From an optimization exercise on the open Yosys and OpenROAD flow, aimed at small area; shortcuts taken in it are not production practice. In this exercise RTL edits were held to simulation tests only and were not proved equivalent to the original. Power and IR drop assume default switching activity.

==> flow/design.v, too long to show whole: its modules and the start of the top module <==
// module piano: 2426 lines
// module VGA: 1347 lines
// module lcd: 793 lines
module lcd(clk, LCD_E, reset, rst2, mode, a, b, push, LCD_RS, LCD_RW, SF_D, chg, cal, sw_3, hsync, vsync, vga_r, vga_g, vga_b, song_sel, led
, speakers);
  // ...
==> flow/run.sh <==
#!/bin/bash
# synth_recipe.tcl (not shown) runs the flow's synth.tcl, then flattens the netlist and writes it again
# the make line also repeats each setting of config.mk as NAME=value (left out here)
make -C /OpenROAD-flow-scripts/flow DESIGN_CONFIG=/design/flow/config.mk WORK_HOME=/design/flow/orfs CLKGATE_MAP_FILE= SYNTH_SCRIPT=/design/flow/synth_recipe.tcl finish
==> flow/config.mk <==
export PLATFORM = sky130hd
export DESIGN_NAME = lcd
export DESIGN_NICKNAME = lcd
export VERILOG_FILES = /design/flow/design.v
export SDC_FILE = /design/flow/constraint.sdc
export NUM_CORES = 4
export LEC_CHECK = 0
export ABC_AREA = 1
export CAP_MARGIN = 20
export CORE_MARGIN = 2
export CORE_UTILIZATION = 88
export CTS_BUF_LIST = sky130_fd_sc_hd__clkbuf_8
export CTS_CLUSTER_SIZE = 10
export PLACE_DENSITY = 0.95
export SLEW_MARGIN = 20
==> flow/constraint.sdc <==
create_clock -name core_clock -period 10.0 [get_ports {clk}]
set_input_delay 2.0000 -clock core_clock [delete_from_list [all_inputs] [get_ports {clk}]]
set_output_delay 2.0000 -clock core_clock [all_outputs]
set_load 0.01 [all_outputs]
==> metrics.cfg, run 1 <==
[run_status]
outcome = stopped before the end
stop_stage = 3_1_place_gp_skip_io
error = [ERROR GPL-0301] Utilization 105.062 % exceeds 100%.

[logic_synthesis]
seq_area_frac_synth_pct = 32.2
ys_ff_latch = 188
synth_top_family_by_area = simple AND/OR/NAND/NOR gates
yosysWarningCount = 3
netlist_instances = 1811
synthXorXnorAreaFrac_pct = 2.91
post-synth-top-count-cell = nand2_1
synth_area_leaders = dfxtp_1 (20%), dfrtp_1 (11%), ha_1 (9.0%), nand2_1 (8.9%), inv_1 (6.9%)
synth_compound_area_share_pct = 20.7
synthAdderAreaFrac_pct = 9.00
netlist_area_um2 = 12600
synth-edff-count = 0
avgSynthCellArea_um2 = 6.98
yosys.area_share.simple_pct = 25.5
yosys_most_used_dff = dfxtp_1
yosysTopAreaCell = dfxtp_1
ys_types = 70
synthMuxAreaShare_pct = 0.0792
synth_top_area_share_pct = 20.3
synth_nets = 1913
yosys-top-cells-count = nand2_1 (301), inv_1 (232), nor2_1 (191), o21ai_0 (163), a21oi_1 (144)
synthArstFlopShare_pct = 31.9

[die]
die_h_um = 124
fp.dieW_um = 124
num_rows = 43
start_util_pct = 90.8

==> run 2: changes to the inputs <==
--- a/flow/config.mk
+++ b/flow/config.mk
@@ -8,8 +8,6 @@
 export ABC_AREA = 1
 export CAP_MARGIN = 20
 export CORE_MARGIN = 2
-export CORE_UTILIZATION = 88
-export CTS_BUF_LIST = sky130_fd_sc_hd__clkbuf_8
-export CTS_CLUSTER_SIZE = 10
-export PLACE_DENSITY = 0.95
+export CORE_UTILIZATION = 70
+export PLACE_DENSITY = 0.8
 export SLEW_MARGIN = 20
==> metrics.cfg, run 2 <==
[logic_synthesis]
ys_ff_latch = 188  ; unchanged
yosysWarningCount = 3  ; unchanged
synth_nets = 1913  ; unchanged
netlist_instances = 1811  ; unchanged
synth_area_leaders = dfxtp_1 (20%), dfrtp_1 (11%), ha_1 (9.0%), nand2_1 (8.9%), inv_1 (6.9%)  ; unchanged
synthArstFlopShare_pct = 31.9  ; unchanged
yosysTopAreaCell = dfxtp_1  ; unchanged
yosys-top-cells-count = nand2_1 (301), inv_1 (232), nor2_1 (191), o21ai_0 (163), a21oi_1 (144)  ; unchanged
seq_area_frac_synth_pct = 32.2  ; unchanged
netlist_area_um2 = 12600  ; unchanged
avgSynthCellArea_um2 = 6.98  ; unchanged
ys_types = 70  ; unchanged
yosys_most_used_dff = dfxtp_1  ; unchanged
post-synth-top-count-cell = nand2_1  ; unchanged
synth_top_area_share_pct = 20.3  ; unchanged
synth-edff-count = 0  ; unchanged

[cts]
worstSkewPairLatency_ns = 0.44
post_cts_buffers = 0
root_buffer = clkbuf_16
cts_buffer_depth = 2
ctsHoldBuffers = 0
h-tree-depth = 4
clk_pin_slew_worst_paths_ns = 0.07
cts_buffers = 17
cts_sinks = 188
cts_tree = yes
cts-resized-gates = 0

[drt]
drc = 0
wirelength_um = 31200
wl_per_cell_um = 15.2
detail-route-antenna-nets = 0
vias_per_cell = 6.07
first_iter_violations = 1266
vias = 12400
dr.pass1.iters = 6

[power]
power_density_nw_per_um2 = 127
leakage_nw = 5.92
pwr-share-seq_pct = 48.5
pwr-share-clk_pct = 38.7
peakVddDrop_v = 0.000124
p_int_mw = 1.23
p_switching_uw = 484
combPwrFrac_pct = 12.8
swShare_pct = 28.2
fin_total_pwr_mw = 1.72

[sta]
finalMaxSlewViolations = 0
fin_crit_sh_pct = 50.0
worst_pin_slew_ns = 0.848
layout_min_cycle_time_ns = 5.00
tns_ns = 0
hold_viol_final = 0
skew_ns = 0.0140
setup_violations = 0
slew_headroom_pct = 43.1
fmax_mhz = 200
rsz0062_at_grt = false

[grt]
gr-usage-all-layers_pct = 32.4
overflow = 0
grt_pass1_wl_um = 53000
grt_pass1_vias = 11600
antenna_found_initial = 0
grt_max_degree = 68

[worst_setup_path]
start_kind = primary input
arrival_ns = 5.34
ff2ff_setup_slack_ns = 5.73
critical_path_class = primary input to flip-flop
r2r_cells = 22
cp.required_ns = 10.33
endpoint_kind = flip-flop
worstPathMaxFanout = 14

[layout]
layout-drive-gt1-share_pct = 5.06
layout_common_cells = nand2_1 (301), inv_1 (231), nor2_1 (191)
syn2layout_area_growth_pct = 7.18
largest_reg_flops = 32
diodes = 0
nNetsFinal = 1907
layout_commonest_cell = nand2_1
fillers = 1379

[die]
num_rows = 49  ; was 43
fp.dieW_um = 138  ; was 124 um
die_h_um = 138  ; was 124 um
start_util_pct = 70.9  ; was 90.8%
core-area_um2 = 17800
dieArea_um2 = 19200
num_io_pins = 31

[run_status]
outcome = no timing/DRC/antenna violations  ; was stopped before the end

[worst_hold_path]
min_path_type = flip-flop to flip-flop
min_path_cells = 0

[placed_design]
routabilityCongestion = 0.960
io_buffers = 25
hpwlAfterDp_um = 21800

[flow_run]
maxCapViolCount = 0

run 2: cell counts after synthesis:
No cell type changed its count.
run 2: through the flow:
| stage | util (%) | setup slack (ns) | cell area [um^2] | instances | hold WS, ns |
|---|---|---|---|---|---|
| after floorplan | - | 5.55 | 12600 | 1811 | 0.368 |
| after global placement | 72.8 | 4.65 | 13000 | 2015 | 0.393 |
| after detailed placement | 72.8 | 4.59 | 13000 | 2015 | 0.394 |
| after CTS | 76.0 | 5.04 | 13600 | 2047 | 0.409 |
| after global routing | 76.0 | 4.70 | 13600 | 2047 | 0.441 |
| final | 76.0 | 5.00 | 13600 | 2047 | 0.410 |
run 2: layer usage:
metal | up-vias | share of wire, % | global-route usage (%)
met3 | 83 | 7.0 | 5.68
met1 | 5704 | 43 | 42.8
met5 | - | 0 | 0
met4 | 0 | 2.4 | 10.8
met2 | 525 | 47 | 54.1
li1 | 6105 | - | -
run 2: worst max-delay path: stages:
cell and delay, ns:
clkdlybuf4s50_1 0.61, inv_2 0.30, nor2_1 0.08, a21oi_1 0.54, inv_1 0.19, ha_1 0.37
or2_1 0.26, nand3_1 0.12, nand2_1 0.08, nand2_1 0.09, nand2_1 0.08, nand2_1 0.09
nand2_1 0.05, nand2_1 0.07, nand2_1 0.06, nand2_1 0.10, nand3_1 0.07, nand3_1 0.11
a21oi_1 0.07
run 2: area by class of cell:
cell class,instances,area [um^2],area share (%)
Timing Repair Buffer,32,293,2.16
Multi-Input combinational cell,1311,7360,54.3
Tap cell,229,287,2.11
Inverter,255,971,7.16
Clock buffer,21,462,3.41
Sequential cell,188,4070,30.0
Clock inverter,11,109,0.803
run 2: final timing paths:
path                        startpoint       endpoint
setup / recovery                  mode  U3.Count11[7]
hold / removal                   U2.qa      U2.qa_dly
setup reg to reg           U3.tick_pre       U3.R2.x3
hold reg to reg                  U2.qa      U2.qa_dly
max in group asynchronous         rst2        U2.P.x4
min in group asynchronous         rst2      U2.xl[28]
run 2: power by group through the flow:
stage,logic (mW),clock network [mW],registers (mW)
finish,0.220,0.664,0.833
detailed placement,0.213,0,0.848
global placement,0.199,0,0.844
floorplan,0.168,0,0.834
global route,0.250,0.701,0.838
CTS,0.217,0.670,0.832
run 2: kinds of logic (layout without fill, tap and decap cells):
group           count (synthesis)  count (layout)  synth area share [%]
compound gates                457             457                  20.7
simple gates                  719             719                  25.5
flops                         188             188                  32.2
mux                             1               1                0.0792
xor+xnor                       42              42                  2.91
other cells                     1               1                0.0297
buf+inv                       312             319                  9.59
fa+ha+maj                      91              91                  9.00

==> afterwards: timing with drivers on the ports <==
Ports are ideal in the flow. The routed layout listed here was re-timed in OpenROAD.
Step 1 (the two cells are an assumption about what drives the block):
set clk [get_ports {clk}]
set_driving_cell -lib_cell sky130_fd_sc_hd__clkbuf_16 $clk
set_driving_cell -lib_cell sky130_fd_sc_hd__buf_2 [delete_from_list [all_inputs] $clk]
Step 2 moves the port delays by t, midway between the first and last clock arrival at a register: inputs arrive t later, outputs are due t later. That takes back most of the time a late clock gives input paths.
a / b / c = ideal ports / drivers / drivers and shift; a / b = the first two.
run: run 2
t, ns: 0.483
setup slack, ns: 4.997 / 5.021 / 4.538
pins driven straight from the clock port: 1
After both steps run 2 still meets setup and hold. The setup slack of run 2 moves by +0.024 ns with the drivers and by -0.459 ns with both steps.
